This design comes from an exercise in tuning for a short achievable clock period and few clock cycles on the open sky130 flow, not from production work.
Only simulation tests tie the RTL to the original design; equivalence was not proved.
Power is estimated from default activity; no workload was simulated.

`flow/config.mk`:
```
export PLATFORM = sky130hd
export DESIGN_NAME = riscv_pipelined_processor
export DESIGN_NICKNAME = riscv_pipelined_processor
export VERILOG_FILES = /design/flow/design.v
export SDC_FILE = /design/flow/constraint.sdc
export NUM_CORES = 8
export LEC_CHECK = 0
export CAP_MARGIN = 20
export CORE_MARGIN = 2
export CORE_UTILIZATION = 40
export SLEW_MARGIN = 20
```
`flow/run.sh`:
```
#!/bin/bash
# synth_recipe.tcl (not shown) runs the flow's synth.tcl, then flattens the netlist and writes it again
# the make line also repeats each setting of config.mk as NAME=value (left out here)
make -C /OpenROAD-flow-scripts/flow DESIGN_CONFIG=/design/flow/config.mk WORK_HOME=/design/flow/orfs CLKGATE_MAP_FILE= SYNTH_SCRIPT=/design/flow/synth_recipe.tcl finish
```
`flow/design.v`:
```
module rv_csa_stage #(
	parameter int N = 3,
	parameter int NO = (N / 3) * 2 + (N % 3)
)(
	input  logic [N*32-1:0]  i,
	output logic [NO*32-1:0] o
);
	for (genvar g = 0; g < N / 3; g++) begin : grp
		wire [31:0] x = i[(3*g)*32 +: 32];
		wire [31:0] y = i[(3*g+1)*32 +: 32];
		wire [31:0] z = i[(3*g+2)*32 +: 32];
		wire [31:0] mj = (x & y) | (x & z) | (y & z);
		assign o[(2*g)*32 +: 32] = x ^ y ^ z;
		assign o[(2*g+1)*32 +: 32] = {mj[30:0], 1'b0};
	end
	for (genvar r = 0; r < N % 3; r++) begin : pass
		assign o[((N/3)*2 + r)*32 +: 32] = i[((N/3)*3 + r)*32 +: 32];
	end
endmodule
module riscv_pipelined_processor #(
	parameter REG_WIDTH = 32,
	parameter REG_COUNT = 32,
	parameter NUM_MEM_LOCS = 256,
	parameter NUM_INST = 128,
	parameter ALU_SEL_WIDTH = 4,
	parameter CTRL_SIZE = 21,
	parameter REG_BITS = $clog2(REG_COUNT)
)(
	input logic clk, rstn,
	output logic [REG_WIDTH-1:0] x5, x6, x11,
	output logic [31:0] imem_addr,
	input logic [31:0] imem_rdata,
	output logic retire_valid,
	output logic [REG_BITS-1:0] retire_rd,
	output logic [REG_WIDTH-1:0] retire_data
);
	localparam logic [6:0] OP_LUI = 7'b0110111, OP_AUIPC = 7'b0010111, OP_JAL = 7'b1101111,
		OP_JALR = 7'b1100111, OP_BR = 7'b1100011, OP_LD = 7'b0000011, OP_ST = 7'b0100011,
		OP_OPI = 7'b0010011, OP_OP = 7'b0110011;
	logic [31:0] pc;
	logic [31:0]      btb_v;
	logic [31:0][4:0] btb_tag;
	logic [31:0][31:0] btb_tgt;
	logic [31:0][1:0] btb_ctr;
	logic        fd_valid;
	logic [31:0] fd_ir, fd_pc, fd_pnpc;
	logic        fd_pt, fd_hit;
	logic [1:0]  fd_ctr;
	logic        de_pt, de_tok, de_hit;
	logic [1:0]  de_ctr;
	logic        de_we, de_st, de_br, de_jal, de_jalr, de_mul, de_sub;
	logic        de_s_add, de_s_slt, de_s_xor, de_s_or, de_s_and, de_s_sll, de_s_sr, de_s_ld, de_s_const;
	logic        de_sra, de_unsl;
	logic [2:0]  de_f3;
	logic [4:0]  de_rd;
	logic [31:0] de_pc, de_pc4, de_pcimm, de_pnpc, de_const;
	logic [31:0] de_aval, de_bval, de_sval;
	logic        de_fa1, de_fa2, de_fb1, de_fb2, de_fs1, de_fs2;
	logic        em_we, em_mul;
	logic [4:0]  em_rd;
	logic [31:0] em_res;
	logic [5*32-1:0] em_rows;
	logic        mw_we;
	logic [4:0]  mw_rd;
	logic [31:0] mw_res;
	logic [31:1][31:0] rf;
	logic [63:0][31:0] dmem;
	wire [4:0]  f_idx  = pc[6:2];
	wire        f_hit  = btb_v[f_idx] && (btb_tag[f_idx] == pc[11:7]);
	wire [1:0]  f_ctr  = btb_ctr[f_idx];
	wire        f_pt   = f_hit & f_ctr[1];
	wire [31:0] f_pc4  = pc + 32'd4;
	wire [31:0] f_pnpc = f_pt ? btb_tgt[f_idx] : f_pc4;
	assign imem_addr = pc;
	wire [31:0] ir = fd_ir;
	wire [6:0]  d_op = ir[6:0];
	wire [2:0]  d_f3 = ir[14:12];
	wire [4:0]  d_rd = ir[11:7], d_rs1 = ir[19:15], d_rs2 = ir[24:20];
	wire d_lui = d_op == OP_LUI, d_auipc = d_op == OP_AUIPC, d_jal = d_op == OP_JAL;
	wire d_jalr = d_op == OP_JALR, d_br = d_op == OP_BR, d_ld = d_op == OP_LD;
	wire d_st = d_op == OP_ST, d_opi = d_op == OP_OPI, d_opr = d_op == OP_OP;
	wire d_alu = d_opi | d_opr;
	wire d_mul = d_opr & (d_f3 == 3'b111) & ir[30];
	wire d_use1 = d_jalr | d_br | d_ld | d_st | d_alu;
	wire d_use2 = d_br | d_st | d_opr;
	wire d_wr = (d_lui | d_auipc | d_jal | d_jalr | d_ld | d_alu) & (d_rd != 5'd0);
	wire [31:0] imm_i = {{20{ir[31]}}, ir[31:20]};
	wire [31:0] imm_s = {{20{ir[31]}}, ir[31:25], ir[11:7]};
	wire [31:0] imm_b = {{19{ir[31]}}, ir[31], ir[7], ir[30:25], ir[11:8], 1'b0};
	wire [31:0] imm_u = {ir[31:12], 12'b0};
	wire [31:0] imm_j = {{11{ir[31]}}, ir[31], ir[19:12], ir[20], ir[30:21], 1'b0};
	wire [31:0] d_immx = d_st ? imm_s : imm_i;                        
	wire [31:0] d_immp = d_br ? imm_b : (d_jal ? imm_j : imm_u);       
	wire [31:0] d_pcimm = fd_pc + d_immp;
	wire [31:0] d_pc4 = fd_pc + 32'd4;
	wire [31:0] rf_r1 = (d_rs1 == 5'd0) ? 32'd0 : rf[d_rs1];
	wire [31:0] rf_r2 = (d_rs2 == 5'd0) ? 32'd0 : rf[d_rs2];
	wire [31:0] d_rv1 = (mw_we && mw_rd == d_rs1) ? mw_res : rf_r1;
	wire [31:0] d_rv2 = (mw_we && mw_rd == d_rs2) ? mw_res : rf_r2;
	wire stall = fd_valid & de_mul & ((d_use1 & (de_rd == d_rs1)) | (d_use2 & (de_rd == d_rs2)));
	wire d_redir_c = !fd_pt & (d_jal | (d_br & ir[31]));
	wire d_go = fd_valid & !stall;           
	wire d_redir = d_go & d_redir_c;
	logic [31:0] e_a, e_b, e_sd;
	assign e_a  = de_fa1 ? em_res : (de_fa2 ? mw_res : de_aval);
	assign e_b  = de_fb1 ? em_res : (de_fb2 ? mw_res : de_bval);
	assign e_sd = de_fs1 ? em_res : (de_fs2 ? mw_res : de_sval);
	wire [31:0] e_bx = de_sub ? ~e_b : e_b;
	wire [32:0] e_sum = {1'b0, e_a} + {1'b0, e_bx} + {32'd0, de_sub};
	wire e_ltu = ~e_sum[32];
	wire e_lt = (e_a[31] ^ e_b[31]) ? e_a[31] : e_sum[31];
	wire e_eq = (e_a == e_b);
	wire [31:0] e_sll = e_a << e_b[4:0];
	wire signed [32:0] e_sra_in = {de_sra & e_a[31], e_a};
	wire signed [32:0] e_sr33 = e_sra_in >>> e_b[4:0];
	wire [31:0] e_sr = e_sr33[31:0];
	wire [7:0]  e_ea = e_a[7:0] + de_bval[7:0];
	wire [31:0] e_w  = dmem[e_ea[7:2]];
	logic [7:0] e_byte;
	always_comb
		case (e_ea[1:0])
			2'd0: e_byte = e_w[7:0];
			2'd1: e_byte = e_w[15:8];
			2'd2: e_byte = e_w[23:16];
			default: e_byte = e_w[31:24];
		endcase
	wire [15:0] e_half = e_ea[1] ? e_w[31:16] : e_w[15:0];
	logic [31:0] e_ld;
	always_comb
		case (de_f3[1:0])
			2'b00: e_ld = {{24{e_byte[7] & ~de_f3[2]}}, e_byte};
			2'b01: e_ld = {{16{e_half[15] & ~de_f3[2]}}, e_half};
			default: e_ld = e_w;
		endcase
	logic [3:0] e_be;
	always_comb
		case (de_f3[1:0])
			2'b00: e_be = 4'b0001 << e_ea[1:0];
			2'b01: e_be = e_ea[1] ? 4'b1100 : 4'b0011;
			default: e_be = 4'b1111;
		endcase
	wire [31:0] e_wd = (de_f3[1:0] == 2'b00) ? {4{e_sd[7:0]}} :
	                   (de_f3[1:0] == 2'b01) ? {2{e_sd[15:0]}} : e_sd;
	wire [31:0] e_res =
		({32{de_s_add}}   & e_sum[31:0]) |
		({32{de_s_slt}}   & {31'd0, de_unsl ? e_ltu : e_lt}) |
		({32{de_s_xor}}   & (e_a ^ e_b)) |
		({32{de_s_or}}    & (e_a | e_b)) |
		({32{de_s_and}}   & (e_a & e_b)) |
		({32{de_s_sll}}   & e_sll) |
		({32{de_s_sr}}    & e_sr) |
		({32{de_s_ld}}    & e_ld) |
		({32{de_s_const}} & de_const);
	logic e_cond;
	always_comb
		case (de_f3)
			3'b000: e_cond = e_eq;
			3'b001: e_cond = ~e_eq;
			3'b100: e_cond = e_lt;
			3'b101: e_cond = ~e_lt;
			3'b110: e_cond = e_ltu;
			default: e_cond = ~e_ltu;
		endcase
	wire e_taken = de_jal | de_jalr | (de_br & e_cond);
	wire [31:0] e_jt = {e_sum[31:1], 1'b0};
	wire e_tok = de_jalr ? (e_jt == de_pnpc) : de_tok;
	wire e_redir = (e_taken != de_pt) | (e_taken & ~e_tok);
	wire [31:0] e_tgt = de_jalr ? e_jt : de_pcimm;
	wire [31:0] e_rtgt = e_taken ? e_tgt : de_pc4;
	wire e_ctl = de_br | de_jal | de_jalr;
	logic [32*32-1:0] mp0;
	for (genvar j = 0; j < 32; j++) begin : pp
		assign mp0[j*32 +: 32] = e_b[j] ? (e_a << j) : 32'd0;
	end
	logic [22*32-1:0] mp1;
	logic [15*32-1:0] mp2;
	logic [10*32-1:0] mp3;
	logic [7*32-1:0]  mp4;
	logic [5*32-1:0]  mp5;
	rv_csa_stage #(.N(32)) csa1 (.i(mp0), .o(mp1));
	rv_csa_stage #(.N(22)) csa2 (.i(mp1), .o(mp2));
	rv_csa_stage #(.N(15)) csa3 (.i(mp2), .o(mp3));
	rv_csa_stage #(.N(10)) csa4 (.i(mp3), .o(mp4));
	rv_csa_stage #(.N(7))  csa5 (.i(mp4), .o(mp5));
	logic [4*32-1:0] mq1;
	logic [3*32-1:0] mq2;
	logic [2*32-1:0] mq3;
	rv_csa_stage #(.N(5)) csa6 (.i(em_rows), .o(mq1));
	rv_csa_stage #(.N(4)) csa7 (.i(mq1), .o(mq2));
	rv_csa_stage #(.N(3)) csa8 (.i(mq2), .o(mq3));
	wire [31:0] m_prod = mq3[31:0] + mq3[63:32];
	wire [31:0] m_res = em_mul ? m_prod : em_res;
	logic [31:0] npc;
	always_comb begin
		if (e_redir) npc = e_rtgt;
		else if (d_redir) npc = d_pcimm;
		else if (stall) npc = pc;
		else npc = f_pnpc;
	end
	always_ff @(posedge clk or negedge rstn) begin
		if (!rstn) pc <= 32'd0;
		else pc <= npc;
	end
	always_ff @(posedge clk or negedge rstn) begin
		if (!rstn) fd_valid <= 1'b0;
		else if (e_redir | d_redir) fd_valid <= 1'b0;
		else if (!stall) fd_valid <= 1'b1;
	end
	always_ff @(posedge clk) begin
		if (!stall) begin
			fd_ir <= imem_rdata;
			fd_pc <= pc;
			fd_pnpc <= f_pnpc;
			fd_pt <= f_pt;
			fd_hit <= f_hit;
			fd_ctr <= f_ctr;
		end
	end
	wire d_issue = d_go & !e_redir;
	always_ff @(posedge clk or negedge rstn) begin
		if (!rstn) begin
			de_pt <= 1'b0; de_we <= 1'b0; de_st <= 1'b0; de_br <= 1'b0;
			de_jal <= 1'b0; de_jalr <= 1'b0; de_mul <= 1'b0;
		end else begin
			de_pt   <= d_issue & (fd_pt | d_redir_c);
			de_we   <= d_issue & d_wr;
			de_st   <= d_issue & d_st;
			de_br   <= d_issue & d_br;
			de_jal  <= d_issue & d_jal;
			de_jalr <= d_issue & d_jalr;
			de_mul  <= d_issue & d_mul & d_wr;
		end
	end
	always_ff @(posedge clk) begin
		de_pnpc  <= d_redir_c ? d_pcimm : fd_pnpc;
		de_tok   <= d_redir_c | (fd_pnpc == d_pcimm);
		de_hit   <= fd_hit;
		de_ctr   <= fd_ctr;
		de_rd    <= d_rd;
		de_f3    <= d_f3;
		de_pc    <= fd_pc;
		de_pc4   <= d_pc4;
		de_pcimm <= d_pcimm;
		de_const <= d_lui ? imm_u : (d_auipc ? d_pcimm : d_pc4);
		de_sub   <= (d_opr & (d_f3 == 3'b000) & ir[30]) | (d_alu & (d_f3[2:1] == 2'b01)) | d_br;
		de_unsl  <= d_f3[0];
		de_sra   <= ir[30];
		de_s_add <= d_alu & (d_f3 == 3'b000);
		de_s_slt <= d_alu & (d_f3[2:1] == 2'b01);
		de_s_xor <= d_alu & (d_f3 == 3'b100);
		de_s_or  <= d_alu & (d_f3 == 3'b110);
		de_s_and <= d_alu & (d_f3 == 3'b111) & !d_mul;
		de_s_sll <= d_alu & (d_f3 == 3'b001);
		de_s_sr  <= d_alu & (d_f3 == 3'b101);
		de_s_ld  <= d_ld;
		de_s_const <= d_lui | d_auipc | d_jal | d_jalr;
		de_aval  <= d_rv1;
		de_bval  <= d_opr | d_br ? d_rv2 : d_immx;
		de_sval  <= d_rv2;
		de_fa1   <= de_we & (de_rd == d_rs1);
		de_fa2   <= em_we & (em_rd == d_rs1);
		de_fb1   <= (d_opr | d_br) & de_we & (de_rd == d_rs2);
		de_fb2   <= (d_opr | d_br) & em_we & (em_rd == d_rs2);
		de_fs1   <= de_we & (de_rd == d_rs2);
		de_fs2   <= em_we & (em_rd == d_rs2);
	end
	always_ff @(posedge clk or negedge rstn) begin
		if (!rstn) begin
			em_we <= 1'b0; em_mul <= 1'b0;
		end else begin
			em_we <= de_we;
			em_mul <= de_mul;
		end
	end
	always_ff @(posedge clk) begin
		em_rd <= de_rd;
		em_res <= e_res;
		em_rows <= mp5;
	end
	always_ff @(posedge clk or negedge rstn) begin
		if (!rstn) mw_we <= 1'b0;
		else mw_we <= em_we;
	end
	always_ff @(posedge clk) begin
		mw_rd <= em_rd;
		mw_res <= m_res;
	end
	assign retire_valid = mw_we;
	assign retire_rd = mw_rd;
	assign retire_data = mw_res;
	for (genvar r = 1; r < 32; r++) begin : regs
		always_ff @(posedge clk or negedge rstn) begin
			if (!rstn) rf[r] <= 32'd0;
			else if (mw_we && mw_rd == r) rf[r] <= mw_res;
		end
	end
	assign x5 = rf[5];
	assign x6 = rf[6];
	assign x11 = rf[11];
	for (genvar w = 0; w < 64; w++) begin : words
		for (genvar k = 0; k < 4; k++) begin : bytes
			always_ff @(posedge clk or negedge rstn) begin
				if (!rstn) dmem[w][8*k +: 8] <= 8'd0;
				else if (de_st && e_ea[7:2] == w && e_be[k]) dmem[w][8*k +: 8] <= e_wd[8*k +: 8];
			end
		end
	end
	wire [4:0] e_idx = de_pc[6:2];
	for (genvar n = 0; n < 32; n++) begin : btb
		always_ff @(posedge clk or negedge rstn) begin
			if (!rstn) btb_v[n] <= 1'b0;
			else if (e_ctl && e_idx == n && (de_hit | e_taken)) btb_v[n] <= 1'b1;
		end
		always_ff @(posedge clk) begin
			if (e_ctl && e_idx == n && (de_hit | e_taken)) begin
				btb_tag[n] <= de_pc[11:7];
				if (!de_hit) btb_ctr[n] <= 2'b10;
				else if (e_taken) btb_ctr[n] <= (de_ctr == 2'b11) ? 2'b11 : de_ctr + 2'b01;
				else btb_ctr[n] <= (de_ctr == 2'b00) ? 2'b00 : de_ctr - 2'b01;
				if (e_taken) btb_tgt[n] <= e_tgt;
			end
		end
	end
endmodule
```
`flow/constraint.sdc`:
```
create_clock -name core_clock -period 18.0 [get_ports {clk}]
set_input_delay 3.6000 -clock core_clock [delete_from_list [all_inputs] [get_ports {clk}]]
set_output_delay 3.6000 -clock core_clock [all_outputs]
set_load 0.01 [all_outputs]
```
==> summary.txt <==
The fraction of the core area covered by cells at the end of the flow is 0.449. The average wire per cell in the routed design is 27.9 um. The upper clock frequency limit is 109 MHz. Synthesis handed over a netlist of 19400 instances. In the post-synthesis netlist, the biggest area contributors are sky130_fd_sc_hd__dfrtp_1 33%, sky130_fd_sc_hd__edfxtp_1 17%, sky130_fd_sc_hd__mux4_2 14%, sky130_fd_sc_hd__nand2_1 5.4%, sky130_fd_sc_hd__mux2_2 5.1%.

The overall power after layout came out at 30.7 mW. The count of yosys warnings during synthesis came out at 1. The number of synthesized flops with an enable pin came out at 1348. By count the netlist is led by 3466 x sky130_fd_sc_hd__nand2_1, 3115 x sky130_fd_sc_hd__dfrtp_1, 2374 x sky130_fd_sc_hd__o21ai_0, 1479 x sky130_fd_sc_hd__mux4_2, 1348 x sky130_fd_sc_hd__edfxtp_1. Walking the worst path, the cells encountered are buf_4, mux2i_1, o21a_1, buf_4, inv_1, ha_1, a21oi_2, xnor2_4, buf_4, buf_12, buf_4, mux4_2, and2_1, a211oi_1, a31oi_1, mux2i_1, mux2i_1, mux4_2, a221oi_2, nor2_1, a211o_1. Port buffering added 199 buffers. The sequential area share after synthesis is 0.531. The hold buffer count at cts came out at 0. The floorplan has 283 rows.

The area added between synthesis and finish is 11.5%. For the worst setup path, the data required time is 18.94 ns. The tree is rooted in a sky130_fd_sc_hd__clkbuf_16. The via count of the first global-routing pass is 158000. The synthesized-area fraction occupied by ao, oa, aoi and oai cells is 0.0841. The vias per cell came out at 5.83. The classification of the worst-slack hold path is reg2reg.

The areal power density over the cells is 115 mW/mm2. The total of max-cap violations came out at 0. CTS saw 4885 sinks. The largest buffer count on any clock path is 4.

The category of the critical setup timing path is reg2reg. The final hold violation count came to 0. Setup repair after global routing left no endpoint under its margin.

The most repeated cell in the gate-level netlist after synthesis is sky130_fd_sc_hd__nand2_1. The multiplexer share of the synthesized area is 0.204. The HPWL reported at the end of detailed placement came out at 496000 um. The initial utilization of the core area, before any placement, comes to 0.402.

The sum of routed wire length over all layers came out at 759000 um. The post-layout minimum cycle time is 9.20 ns. The floorplan die height came out at 777 um. For hold timing, the worst endpoint is de_ctr[1].

The core area is 0.595 mm2. The transition time of the tightest slew-check pin came out at 1.27 ns. The final count of pins violating max slew is 0.

The first detailed-routing pass ran for 8 iterations. The static power due to leakage is 108 nW. The post-place instance area is 0.249 mm2. The synthesized-area fraction occupied by xor and xnor cells came out at 0.0126. The global-route usage over all layers came out at 0.248.

The endpoint identified for the worst register-to-register timing path is em_res[26]. The area of the die came out at 0.604 mm2. The detailed-route via count came out at 159000.

The path depth of the worst reg2reg path came out at 21. The die width came out at 777 um. The fraction of post-synthesis cell area in the top cell type by area is 0.326.

After the last flow step, the layout net total stands at 19600. In this design, the critical path's most frequently occurring cell is sky130_fd_sc_hd__buf_4. The number of stages on the worst hold path is 0. The share of cells above drive strength 1 came out at 0.209.

The worst setup path is captured at a register. The first global-routing pass estimated 1110000 um of wire. The H-tree was split into 6 levels. Measured against its own limit, the worst slew margin works out to 0.150. The share of the cycle needed by the critical path after routing is 0.511.

The detail route stage leaves a number of antenna-violating nets equal to 0. The slowest stage of the critical path is the sky130_fd_sc_hd__a221oi_2 cell. Of the total synthesized cell area, the portion taken by AND, OR, NAND and NOR gates is 0.0837. The maximum fanout count along the critical path is 103. The worst reg-to-reg setup slack is 8.80 ns. For this run the aggregate overflow at the end of global routing stands at 0. The flow ran to the end and the layout has no timing, DRC or antenna violations. TritonCTS built the clock tree. After synthesis the cells add up to 0.239 mm2.

The data arrival at the endpoint of the critical path came out at 10.14 ns. The number of I/O pins came out at 200. The largest net degree at the start of global routing is 183. Of all cell types, the one taking the most synthesized area is sky130_fd_sc_hd__dfrtp_1. The worst setup path is launched from a register. After routing the design area is 0.267 mm2. The final hold slack came out at 0.350 ns. Clock tree synthesis inserted a total of 534 buffers. The number of setup violations in the final report came out at 0.

The unique cell type count in the Yosys netlist is 102. The worst register-to-register path begins at de_fa2. The count of unresolved DRC violations after routing is 0. The maximum clock skew at final layout came out at 0.109 ns. The number of antenna violations at the first check in global routing came to 46.

In this run, post-CTS repair resized a total of 0 instances. After clock tree synthesis, the clock-pin slew on the worst setup and hold paths is 0.06 ns. After routing, the total negative slack on setup checks comes to 0 ns. By area, the combinational part of the netlist is dominated by multiplexers. The post-synthesis average cell area came out at 12.3 um2. The later-pin clock latency in the skew report is 1.14 ns. The number of flip-flops and latches in the synthesized netlist came out at 4885.

The synthesized netlist net count is 20100. Across the VDD grid, the largest voltage drop is 0.000122 V. The final weighted congestion in routability-driven placement is 0.983. The area share of fa/ha/maj cells after synthesis came out at 0.0483. After the first detailed-routing iteration, the DRC count stood at 15800. Of all flip-flops after synthesis, the portion carrying an async set or reset was 0.638.

In the synthesized netlist the dominant register cell turns out to be sky130_fd_sc_hd__dfrtp_1. After clock tree synthesis, the setup repair step added 0 buffers. The hold path startpoint is fd_ctr[1]. The stage delay of the slowest cell on the critical path is 0.90 ns.
## layout make-up
cell class,instances,area [um2]
Multi-Input combinational cell,12400,105000
Sequential cell,4885,127000
Inverter,486,1820
Clock buffer,777,15400
Antenna cell,22,55.1
Tap cell,7837,9810
Clock inverter,185,2280
Fill cell,53500,328000
Timing Repair Buffer,620,5650
## layer usage
metal	vias up	routed length [um]	GRT usage
met4	10	35000	0.101
li1	68500	-	-
met1	82500	322000	0.351
met5	-	71	0
met2	6413	338000	0.373
met3	1335	63800	0.0509
## how the worst max path moves through the flow
stage / start / end / slack, ns / depth (start not counted)
after CTS: de_fa2 / em_res[26] / 9.10 / 21
after global placement: de_fa2 / em_res[26] / 8.81 / 21
final: de_fa2 / em_res[26] / 8.80 / 21
after global routing: de_fa2 / em_res[26] / 8.52 / 23
after floorplan: de_fb2 / btb_tgt[416] / 10.41 / 25
after detailed placement: de_fa2 / em_res[26] / 9.13 / 21
## sequential cells by signal (all words and copies together) (netlist names), 64 cells and up
signal	flops
em_rows	86
btb_tag	160
dmem	2048
btb_tgt	1024
rf	992
btb_ctr	64
## power breakdown
group	internal, mW	switching, mW
Clock	6.33	4.73
Sequential	12.1	0.393
Combinational	2.55	4.65
Total	20.9	9.78
## placed cells by master (no fill, tap or decap), types with 254 or more instances in the layout
cell,netlist,layout
sky130_fd_sc_hd__a21oi_1,320,283
sky130_fd_sc_hd__dfxtp_1,422,385
sky130_fd_sc_hd__mux2i_1,300,300
sky130_fd_sc_hd__edfxtp_1,1348,1348
sky130_fd_sc_hd__clkbuf_16,0,546
sky130_fd_sc_hd__dfrtp_1,3115,3109
sky130_fd_sc_hd__mux4_2,1479,1479
sky130_fd_sc_hd__mux2_2,1091,1099
sky130_fd_sc_hd__buf_4,102,383
sky130_fd_sc_hd__ha_1,256,254
sky130_fd_sc_hd__nor2_1,912,862
sky130_fd_sc_hd__fa_1,417,417
sky130_fd_sc_hd__inv_1,473,471
sky130_fd_sc_hd__o21ai_0,2374,2365
sky130_fd_sc_hd__nand2_1,3466,3454
## per-stage QoR
stage               instances  setup slack, ns
floorplan               19400            10.41
global placement        26200             8.81
detailed placement      26200             9.13
CTS                     27200             9.10
global route            27200             8.52
finish                  27200             8.80
## cell families after synthesis
family | after synthesis
and+or+nand+nor | 4964
muxes | 2894
buffers and inverters | 2141
xor gates and xnor gates | 327
AOI/OAI and AO/OA | 3557
adders and majority gates | 673
DFF | 4885
## critical path: cells and delay by family (launching register included)
kind                       cells  cell delay [ns]
muxes                          5             1.76
and+or+nand+nor                2             0.35
xor gates and xnor gates       1             0.69
buffers and inverters          6             3.23
adders and majority gates      1             0.60
AOI/OAI and AO/OA              6             1.96
DFF                            1             0.31
Testbench counts, summed over its fixed seeds: cycles 130,131.

[what the ideal ports hide]
Ports are ideal in the flow. The routed layout listed here was re-timed in OpenROAD.
Step 1 sets driving cells, clkbuf_16 on the clock port and buf_2 on the other inputs (assumed; they add their load-dependent delay and slew).
Step 2, shift: input delay + t, output delay - t, t = (earliest + latest rising clock arrival at the registers) / 2. This alone moves slack from input paths to output paths.
Three values: ideal ports, drivers, drivers and shift; two values: the first two.
shift t [ns]: 1.208
slack for setup (ns): 8.797 / 8.797 / 8.797
hold WS [ns]: 0.350 / 0.350 / 0.350
latest minus earliest clock arrival (ns): 0.124 / 0.123
pins driven straight from the clock port: 1
After both steps this run still meets setup and hold. For this run, drivers alone change the setup slack by 0.000 ns; drivers and shift together by 0.000 ns.
